What follows belongs to an exercise in optimizing a design on an open flow for small area, a short achievable clock period and few clock cycles per item; a production flow would make more cautious choices. The RTL was checked by simulation tests, not by an equivalence proof against the original design. Power figures rest on the tool's default switching activity, not on a simulated workload.

$ cat flow/config.mk
export PLATFORM = sky130hd
export DESIGN_NAME = systolic_array_integration
export DESIGN_NICKNAME = systolic_array_integration
export VERILOG_FILES = /design/flow/design.v
export SDC_FILE = /design/flow/constraint.sdc
export NUM_CORES = 4
export LEC_CHECK = 0
export CAP_MARGIN = 20
export CORE_MARGIN = 2
export CORE_UTILIZATION = 40
export SLEW_MARGIN = 20
$ cat flow/constraint.sdc
create_clock -name core_clock -period 12.0 [get_ports {clk}]
set_input_delay 2.4000 -clock core_clock [delete_from_list [all_inputs] [get_ports {clk}]]
set_output_delay 2.4000 -clock core_clock [all_outputs]
set_load 0.01 [all_outputs]
$ cat flow/design.v
module PE #(
    parameter DATA_WIDTH = 32
) (
    input clk,
    input reset,
    input wire [DATA_WIDTH-1 :0] weight_north,  
    input wire [DATA_WIDTH-1 :0] activation_west,
    output wire [DATA_WIDTH-1 :0] weight_south,  
    output wire [DATA_WIDTH-1 :0] activation_east,
    output wire [DATA_WIDTH-1 :0] result
);
    reg [DATA_WIDTH-1 :0] r_result;
    reg [DATA_WIDTH-1 :0] r_next_result;
    reg [DATA_WIDTH-1 :0] r_weight;
    reg [DATA_WIDTH-1 :0] r_activation;
    assign result          = r_result;
    assign weight_south    = r_weight;
    assign activation_east = r_activation; 
    always @(*) begin
        r_next_result <= r_result + (weight_north * activation_west);
    end
    always @(posedge clk or posedge reset) begin
       if(reset) begin
            r_result     <= 0;
            r_weight     <= 0;
            r_activation <= 0;
       end
       else begin
            r_result     <= r_next_result;
            r_weight     <= weight_north;
            r_activation <= activation_west;
       end
    end
endmodule
`timescale 1ns / 1ps
module skid_buffer #
(
    parameter DATA_WIDTH = 32
)
(
    input  wire                   clk,
    input  wire                   rst,
    input  wire                   s_valid,
    output wire                   s_ready,
    input  wire [DATA_WIDTH-1:0]  s_data,
    output wire                   m_valid,
    input  wire                   m_ready,
    output wire [DATA_WIDTH-1:0]  m_data
);
   localparam PIPE  = 1'b0 ;  
   localparam SKID  = 1'b1 ;  
   reg                		state_reg                                     ;         
   reg [DATA_WIDTH-1 : 0] 	m_data_reg, m_data_temp_reg                 ;         
   reg                		m_valid_reg, m_valid_temp_reg, s_ready_reg    ;         
   wire                	   ready                                        ;         
   assign ready   = m_ready || ~m_valid ;
   assign s_ready = s_ready_reg         ;
   assign m_data  = m_data_reg          ;
   assign m_valid = m_valid_reg         ;
   always @(posedge clk) begin
      if (rst) begin
         state_reg           	 <= PIPE ;
         m_data_reg            <= 'd0  ;     
         m_data_temp_reg       <= 'd0  ;
         m_valid_reg           <= 1'b0 ;
         m_valid_temp_reg 		 <= 1'b0 ;
         s_ready_reg           <= 1'b0 ;
      end
      else begin
         case (state_reg)   
            PIPE : begin
               if (ready) begin
                  m_data_reg           <= s_data  	;  
                  m_valid_reg          <= s_valid 	;
                  s_ready_reg          <= 1'b1    	;
               state_reg			      <= PIPE		;
               end
               else begin
                  m_data_temp_reg      <= s_data  	;
                  m_valid_temp_reg 	   <= s_valid 	;
                  s_ready_reg          <= 1'b0    	;
                  state_reg           	<= SKID    	;
               end
            end
            SKID : begin
               if (ready) begin
                  m_data_reg  			<= m_data_temp_reg  ;
                  m_valid_reg 			<= m_valid_temp_reg ;               
                  s_ready_reg 			<= 1'b1             ;
                  state_reg 			   <= PIPE             ;               
               end
            end
         endcase
      end
   end
endmodule
`timescale 1ns / 1ps
module sync_fifo 
# (
	parameter	FIFO_IN_REG		= 1,
	parameter	FIFO_OUT_REG	= 0,
	parameter   FIFO_CMD_LENGTH = 32,
	parameter   FIFO_DEPTH      = 4,
	parameter   FIFO_LOG2_DEPTH = 2
)
(
	input           				clk,
	input           				reset,
	input           				s_valid,
	output         				 	s_ready,
	input   [FIFO_CMD_LENGTH-1:0] 	s_data,
	output          				m_valid,
	input           				m_ready,
	output  [FIFO_CMD_LENGTH-1:0] 	m_data
);
	wire 							w_s_valid;
	wire							w_s_ready;
	wire 	[FIFO_CMD_LENGTH-1:0] 	w_s_data;
	wire 							w_m_valid;
	wire							w_m_ready;
	wire 	[FIFO_CMD_LENGTH-1:0] 	w_m_data;
	wire o_empty;
	wire o_full;
	wire i_hs = w_s_valid & w_s_ready;
	wire o_hs = w_m_valid & w_m_ready;
	reg     [FIFO_LOG2_DEPTH-1:0] 	wptr, wptr_nxt;
	reg             				wptr_round, wptr_round_nxt;
	reg     [FIFO_LOG2_DEPTH-1:0] 	rptr, rptr_nxt;
	reg             				rptr_round, rptr_round_nxt;
	reg     [FIFO_CMD_LENGTH-1:0] 	cmd_fifo[FIFO_DEPTH-1:0];
	integer i;
	always @(posedge clk ) begin
		if (reset) begin
			wptr <= 0;
			wptr_round <= 0;
			for (i=0; i<FIFO_DEPTH; i=i+1)
				cmd_fifo[i] <= {(FIFO_CMD_LENGTH){1'b0}};
		end else if (i_hs) begin
			cmd_fifo[wptr] <= w_s_data;
			{wptr_round,wptr}<= {wptr_round_nxt,wptr_nxt};
		end
	end
	always @(*) begin
		if (wptr == (FIFO_DEPTH-1)) begin
			wptr_nxt = 0;
			wptr_round_nxt = ~wptr_round;
		end else begin
			wptr_nxt = wptr + 'd1;
			wptr_round_nxt = wptr_round;
		end
	end
	always @(posedge clk) begin
		if (reset) begin
			rptr <= 0;
			rptr_round <= 0;
		end else if (o_hs) begin
			{rptr_round,rptr} <= {rptr_round_nxt,rptr_nxt};
		end
	end
	assign w_m_data = cmd_fifo[rptr];
	always @(*) begin
		if (rptr == (FIFO_DEPTH-1)) begin
			rptr_nxt = 0;
			rptr_round_nxt = ~rptr_round;
		end else begin
			rptr_nxt = rptr + 'd1;
			rptr_round_nxt = rptr_round;
		end
	end
	assign o_empty  = (wptr_round==rptr_round) && (wptr==rptr);  
	assign o_full = (wptr_round!=rptr_round) && (wptr==rptr);
	assign w_s_ready = ~o_full;
	assign w_m_valid = ~o_empty;
	generate
		if(FIFO_IN_REG) begin
			skid_buffer #(
			.DATA_WIDTH(FIFO_CMD_LENGTH)
			) u_skid_buffer_in (
			.clk				(clk),
			.rst				(reset),
			.s_valid			(s_valid     	),
			.s_ready			(s_ready      	),
			.s_data				(s_data 		),
			.m_valid			(w_s_valid     	),
			.m_ready			(w_s_ready      ),
			.m_data				(w_s_data 		));
		end else begin
			assign w_s_valid 	= s_valid;
			assign s_ready 		= w_s_ready;
			assign w_s_data 	= s_data;
		end
	endgenerate
	generate
		if(FIFO_OUT_REG) begin
			skid_buffer #(
			.DATA_WIDTH(FIFO_CMD_LENGTH)
			) u_skid_buffer_out (
			.clk				(clk),
			.rst				(reset),
			.s_valid			(w_m_valid     	),
			.s_ready			(w_m_ready      ),
			.s_data				(w_m_data 		),
			.m_valid			(m_valid     	),
			.m_ready			(m_ready      	),
			.m_data				(m_data 		));
		end else begin
			assign m_valid 		= w_m_valid;
			assign w_m_ready 	= m_ready;
			assign m_data		= w_m_data;
		end
	endgenerate
endmodule
module systolic_array_integration #(
    parameter DATA_WIDTH = 32,
    parameter M = 3,
    parameter COUNT_MAX = (3*M) + 1
) (
    input wire clk,
    input wire reset,
    input wire start,
    input  wire [M-1:0]          s_valid_w,     
    output wire [M-1:0]          s_ready_w,     
    input  wire [M*DATA_WIDTH-1:0] s_data_w,        
    input  wire [M-1:0]          s_valid_a,
    output wire [M-1:0]          s_ready_a,
    input  wire [M*DATA_WIDTH-1:0] s_data_a,        
    output wire [M*M*DATA_WIDTH-1:0] result_out,    
    output reg done
);
    reg [1:0] state;
    reg [$clog2(COUNT_MAX):0] cnt;
    localparam IDLE = 2'd0, COMPUTE = 2'd1, DONE = 2'd2;
    wire [DATA_WIDTH-1:0] weight_in [0:M-1];
    wire [DATA_WIDTH-1:0] activation_in [0:M-1];
    wire [DATA_WIDTH-1:0] weight_wire[0:M][0:M-1];
    wire [DATA_WIDTH-1:0] activation_wire[0:M-1][0:M];
    wire [M-1:0]          m_ready_w;     
    wire [M-1:0]          m_ready_a;
    wire [DATA_WIDTH-1:0] m_data_w [0:M-1];
    wire [DATA_WIDTH-1:0] m_data_a [0:M-1];
    reg [M-1:0]          s_ready_systolic_a;  
    reg [M-1:0]          s_ready_systolic_w;  
    genvar i, j;
    generate
        for (i = 0; i < M; i = i + 1) begin
            assign weight_wire[0][i] = weight_in[i];
            assign activation_wire[i][0] = activation_in[i];
        end
    endgenerate
    generate
        for (i = 0; i < M; i = i + 1) begin
            assign weight_in[i]     = (m_ready_w[i]) ? m_data_w[i] : 0;
            assign activation_in[i] = (m_ready_a[i]) ? m_data_a[i] : 0;
        end
    endgenerate
    generate
        for (i = 0; i < M; i = i + 1) begin
            assign m_ready_w[i] = s_ready_systolic_w[i];  
            assign m_ready_a[i] = s_ready_systolic_a[i];  
        end
    endgenerate
    generate
        for (i = 0; i < M; i = i + 1) begin : row
            for (j = 0; j < M; j = j + 1) begin : col
                PE #(.DATA_WIDTH(DATA_WIDTH)) pe_unit (
                    .clk(clk),
                    .reset(reset),
                    .weight_north(weight_wire[i][j]),
                    .activation_west(activation_wire[i][j]),
                    .weight_south(weight_wire[i+1][j]),
                    .activation_east(activation_wire[i][j+1]),
                    .result(result_out[(i*M+j)*DATA_WIDTH +: DATA_WIDTH])
                );
            end
        end
    endgenerate
    generate
        for (i = 0; i < M; i = i + 1) begin : weight_fifos
            sync_fifo #(
                .FIFO_CMD_LENGTH(DATA_WIDTH),
                .FIFO_IN_REG(0),   
                .FIFO_OUT_REG(0),  
                .FIFO_DEPTH(4),
                .FIFO_LOG2_DEPTH(2)
            ) weight_fifo (
                .clk(clk),
                .reset(reset),
                .s_valid(s_valid_w[i]),  
                .s_ready(s_ready_w[i]),  
                .s_data(s_data_w[i*DATA_WIDTH +: DATA_WIDTH]),    
                .m_valid(), 
                .m_ready(m_ready_w[i]),  
                .m_data(m_data_w[i])     
            );
        end
    endgenerate
    generate
        for (i = 0; i < M; i = i + 1) begin : activation_fifos
            sync_fifo #(
                .FIFO_CMD_LENGTH(DATA_WIDTH),
                .FIFO_IN_REG(0),
                .FIFO_OUT_REG(0),
                .FIFO_DEPTH(4),
                .FIFO_LOG2_DEPTH(2)
            ) activation_fifo (
                .clk(clk),
                .reset(reset),
                .s_valid(s_valid_a[i]),
                .s_ready(s_ready_a[i]),
                .s_data(s_data_a[i*DATA_WIDTH +: DATA_WIDTH]),
                .m_valid(),
                .m_ready(m_ready_a[i]),
                .m_data(m_data_a[i])
            );
        end
    endgenerate
    integer k;
    always @(posedge clk or posedge reset) begin
        if (reset) begin
            state <= IDLE;
            cnt <= 0;
            done <= 0;
            for (k = 0; k < M; k = k + 1) begin
                s_ready_systolic_w[k] <= 0;
                s_ready_systolic_a[k] <= 0;
            end
        end 
        else begin
            case (state)
                IDLE: begin
                    if (start) begin
                        state <= COMPUTE;
                        cnt <= 0;
                        done <= 0;
                    end
                end
                COMPUTE: begin
                    cnt <= cnt + 1;
                    for (k = 0; k < M; k = k + 1) begin
                        if (cnt >= k && cnt < k + M) begin
                            s_ready_systolic_w[k] <= 1;
                            s_ready_systolic_a[k] <= 1;
                        end 
                        else begin
                            s_ready_systolic_w[k] <= 0;
                            s_ready_systolic_a[k] <= 0;
                        end
                    end
                    if (cnt >= COUNT_MAX) begin
                        state <= DONE;
                    end
                end
                DONE: begin
                    done <= 1;
                end
            endcase
        end
    end
endmodule
$ cat flow/run.sh
#!/bin/bash
# synth_recipe.tcl (not shown) runs the flow's synth.tcl, then flattens the netlist and writes it again
# the make line also repeats each setting of config.mk as NAME=value (left out here)
make -C /OpenROAD-flow-scripts/flow DESIGN_CONFIG=/design/flow/config.mk WORK_HOME=/design/flow/orfs CLKGATE_MAP_FILE= SYNTH_SCRIPT=/design/flow/synth_recipe.tcl finish
==> reports/results.tsv <==
stage	metric	value	unit
outcome	status	no timing/DRC/antenna violations	
finish	top_regs	activation_fifos.activation_fifo.cmd_fifo x384, weight_fifos.weight_fifo.cmd_fifo x384, row.col.pe_unit.r_result x288	
job	maxCapViolCount	0	
placed_design	port_buffers	495	
finish	drive_gt1_share	4.76	%
placed_design	placed_area	214000	um2
sta	period_needed	9540	ps
sta	finalHoldViolations	0	
route	drt_iter0_drc	11635	
finish	final_core_util	43.7	%
floorplan	initial_core_util	40.2	%
sta	rsz0062_at_grt	no	
yosys	syn_inst	20247	
finish	final_area	221000	um2
yosys	yosysWarningCount	3	
yosys	yosysSeqAreaShare	20.3	%
placed_design	place_ws	2550	ps
finish	nNetsFinal	25392	
yosys	ys.flop_type	edfxtp_1	
route	remaining_drc_errors	0	
global_routing	grt_max_degree	254	
sta	finalClockSkew	116	ps
clocking	root_buffer	clkbuf_16	
floorplan	dieArea	513000	um2
worst_setup_path	cp-start-kind	flip-flop	
power_and_ir_drop	p_leak	0.109	uW
yosys	synth-edff-count	768	
route	wl_per_cell	24.7	um
clocking	clock_path_buffers	4	
clocking	cts_buffers	186	
sta	setup_slack	2460	ps
power_and_ir_drop	power_density	72.8	nW/um2
placed_design	gp_congestion	0.964	
global_routing	overflow	0	
worst_setup_path	cp.arrival	10400	ps
route	ant_nets	0	
finish	syn_to_final_growth	8.83	%
worst_hold_path	min_from	row[1].col[0].pe_unit.r_activation[31]	
route	vias	141347	
placed_design	dp_hpwl	511000	um
yosys	syn-cell-area	203000	um2
yosys	syn_nets	25520	
worst_setup_path	cp.required	12860	ps
worst_setup_path	critPathKind	reg2reg	
clocking	clk_pin_slew_worst_paths	60	ps
clocking	post_cts_resized	0	
global_routing	antenna_found_initial	114	
clocking	cts_max_level	4	
sta	fin_tns_setup	0	ps
yosys	syn_area_per_cell	10.0	um2
sta	finalCritPeriodShare	79.5	%
yosys	synth-seq-cells	1499	
clocking	clock-sinks	1499	
clocking	cts_tree	built	
sta	tightest_slew	1240	ps
global_routing	grt_pass1_wl	1000000	um
clocking	post_cts_buffers	0	
power_and_ir_drop	ir_drop	0.131	mV
global_routing	grt_use_total	26.5	%
route	drt_pass1_iterations	6	
global_routing	grt_pass1_vias	152234	
worst_setup_path	endpoint_kind	flip-flop	
yosys	async_flop_share	45.6	%
route	wl	667000	um
sta	slew_headroom	17.6	%
worst_hold_path	hp-class	reg2reg	
yosys	yosysUniqueCellTypes	78	
clocking	hold_buffers	0	
floorplan	rows	261	
clocking	clk-insertion-delay-late	930	ps
worst_setup_path	crit_fanout	29	
floorplan	pin_count	496	
floorplan	die_w	716	um
power_and_ir_drop	power	16100	uW
floorplan	die_h	716	um
sta	setup_viol	0	
route	drt-vias-per-instance	5.23	
sta	drv_slew	0	
floorplan	coreArea	505000	um2
sta	timing.fmax	0.105	GHz
layer usage:
layer,vias up,routed length [um],GRT usage [%]
li1,60014,-,-
met1,73847,267000,35.0
met2,6048,303000,41.5
met3,1358,63100,6.46
met4,80,33500,11.6
met5,-,558,0
cell usage in the layout, fill, tap and decap left out, types with 17 or more instances in the layout:
| cell type | count |
|---|---|
| nor2b_1 | 24 |
| mux2i_1 | 61 |
| mux2_2 | 18 |
| nor3_1 | 46 |
| edfxtp_1 | 768 |
| nand2_1 | 2988 |
| xor2_1 | 167 |
| xnor2_1 | 646 |
| buf_4 | 312 |
| and2_1 | 1328 |
| and3_1 | 1302 |
| o21bai_1 | 42 |
| nand2_2 | 21 |
| nand3_1 | 39 |
| a21oi_1 | 207 |
| diode_2 | 48 |
| clkbuf_16 | 189 |
| mux4_2 | 174 |
| o31ai_1 | 18 |
| nor2_1 | 370 |
| clkdlybuf4s50_1 | 494 |
| dfxtp_1 | 40 |
| ha_1 | 1130 |
| inv_1 | 4557 |
| clkinv_2 | 30 |
| o21ai_0 | 94 |
| or2_2 | 21 |
| bufinv_16 | 26 |
| clkbuf_1 | 29 |
| fa_1 | 3942 |
| dfrtp_2 | 17 |
| a31oi_1 | 20 |
| o21a_1 | 36 |
| a21o_1 | 124 |
| dfrtp_1 | 663 |
| nand2b_1 | 29 |
Yosys cell counts, drive strengths merged (4+ instances only):
cell type / number / area share (%)
o21ai: 114 / 0.28
or3: 12 / 0.037
mux2i: 63 / 0.31
nor4: 4 / 0.012
and3: 1302 / 4.0
or4: 4 / 0.015
nor2: 373 / 0.69
mux4: 174 / 1.9
a31oi: 20 / 0.062
nor2b: 24 / 0.074
o31ai: 18 / 0.067
o21bai: 42 / 0.16
edfxtp: 768 / 11
buf: 130 / 0.46
a221oi: 4 / 0.017
a21oi: 207 / 0.51
nand2b: 29 / 0.089
a31o: 7 / 0.030
a21boi: 7 / 0.026
clkbuf: 996 / 1.8
o21a: 36 / 0.13
a22o: 4 / 0.017
dfxtp: 48 / 0.47
inv: 4565 / 8.4
nand2: 3016 / 5.6
or2: 21 / 0.065
nor3b: 13 / 0.048
nand3: 39 / 0.096
a211oi: 16 / 0.059
nand4: 16 / 0.049
o31a: 4 / 0.017
xnor2: 646 / 2.8
o41ai: 4 / 0.017
mux2: 18 / 0.10
fa: 3942 / 39
nor3: 51 / 0.13
a21o: 124 / 0.46
xor2: 183 / 0.85
o211ai: 12 / 0.044
a2111oi: 4 / 0.017
dfrtp: 683 / 8.4
ha: 1130 / 7.0
and2: 1341 / 4.1
kinds of logic (layout without fill, tap and decap cells):
kind of cell               after synthesis  after routing  synth area share (%)
adders and majority gates             5072           5072                  45.9
AOI/OAI and AO/OA                      648            648                  2.03
and+or+nand+nor                       6251           6251                  15.1
muxes                                  255            255                  2.35
buffers and inverters                 5693           5720                  10.8
DFF                                   1499           1499                  20.3
xor gates and xnor gates               829            829                  3.64
other                                    0             48                     0
power by group:
| part | leakage [uW] | switching, uW | internal (uW) |
|---|---|---|---|
| sequential | 0.0176 | 341 | 5800 |
| clock | 0.00316 | 2560 | 3570 |
| combinational | 0.0884 | 2250 | 1550 |
| total | 0.109 | 5150 | 10900 |
final cells by class:
cell class                      count  area, um2
Multi-Input combinational cell  13055     140000
Clock inverter                    111       1490
Tap cell                         6706       8390
Timing Repair Buffer              810       7370
Fill cell                       48354     284000
Clock buffer                      232       5030
Sequential cell                  1499      41200
Inverter                         4567      17200
Antenna cell                       48        120
path summary, 6_finish.rpt:
check	end	slack, ps	cells past startpoint
max in group asynchronous	row[2].col[2].pe_unit.r_result[15]	6850	6
setup / recovery	row[0].col[0].pe_unit.r_result[31]	2460	26
min in group asynchronous	row[2].col[0].pe_unit.r_result[14]	1610	2
setup reg to reg	row[0].col[0].pe_unit.r_result[31]	2460	26
hold reg to reg	row[1].col[1].pe_unit.r_activation[31]	380	0
hold / removal	row[1].col[1].pe_unit.r_activation[31]	380	0
critical path, stage by stage, from the launching register on:
cell and delay (ps):
dfxtp_2 670, buf_4 510, mux4_2 730, nand2_1 600, nor2_1 140, fa_1 590, fa_1 450, fa_1 510
inv_1 70, fa_1 550, inv_1 60, fa_1 500, inv_1 60, fa_1 520, inv_1 50, fa_1 490
inv_1 70, fa_1 480, inv_1 50, ha_1 370, nand2_1 70, o31ai_1 550, a41oi_1 400, a21oi_1 330
a31oi_1 150, o31ai_1 300, xnor2_1 110
through the flow:
| step | instances | hold WS [ps] |
|---|---|---|
| 2_1_floorplan | 20247 | 352 |
| 3_3_place_gp | 26636 | 370 |
| 3_5_place_dp | 26636 | 365 |
| 4_1_cts | 26979 | 379 |
| 5_1_grt | 26992 | 403 |
| 6_report | 27028 | 378 |
Testbench counts, summed over its fixed seeds: cycles 8,160, items 480.

==> what the ideal ports hide <==
No port has a modelled driver above. Below, the same layout with a new extraction and two added sets of constraints. Step 1 (the two cells are an assumption about what drives the block):
set clk [get_ports {clk}]
set_driving_cell -lib_cell sky130_fd_sc_hd__clkbuf_16 $clk
set_driving_cell -lib_cell sky130_fd_sc_hd__buf_2 [delete_from_list [all_inputs] $clk]
Step 2 moves the port delays by t, midway between the first and last clock arrival at a register: inputs arrive t later, outputs are due t later. That takes back most of the time a late clock gives input paths. Three values: ideal ports, drivers, drivers and shift; two values: the first two.
t (ns): 1.036
setup WS [ns]: 2.459 / 2.459 / 2.459
clock arrival spread, ns: 0.169 / 0.169
slew at the worst register clock pin (ns): 0.08 / 0.08
After both steps setup and hold are still met in this run. For this run, drivers alone change the setup slack by 0.000 ns; drivers and shift together by 0.000 ns.
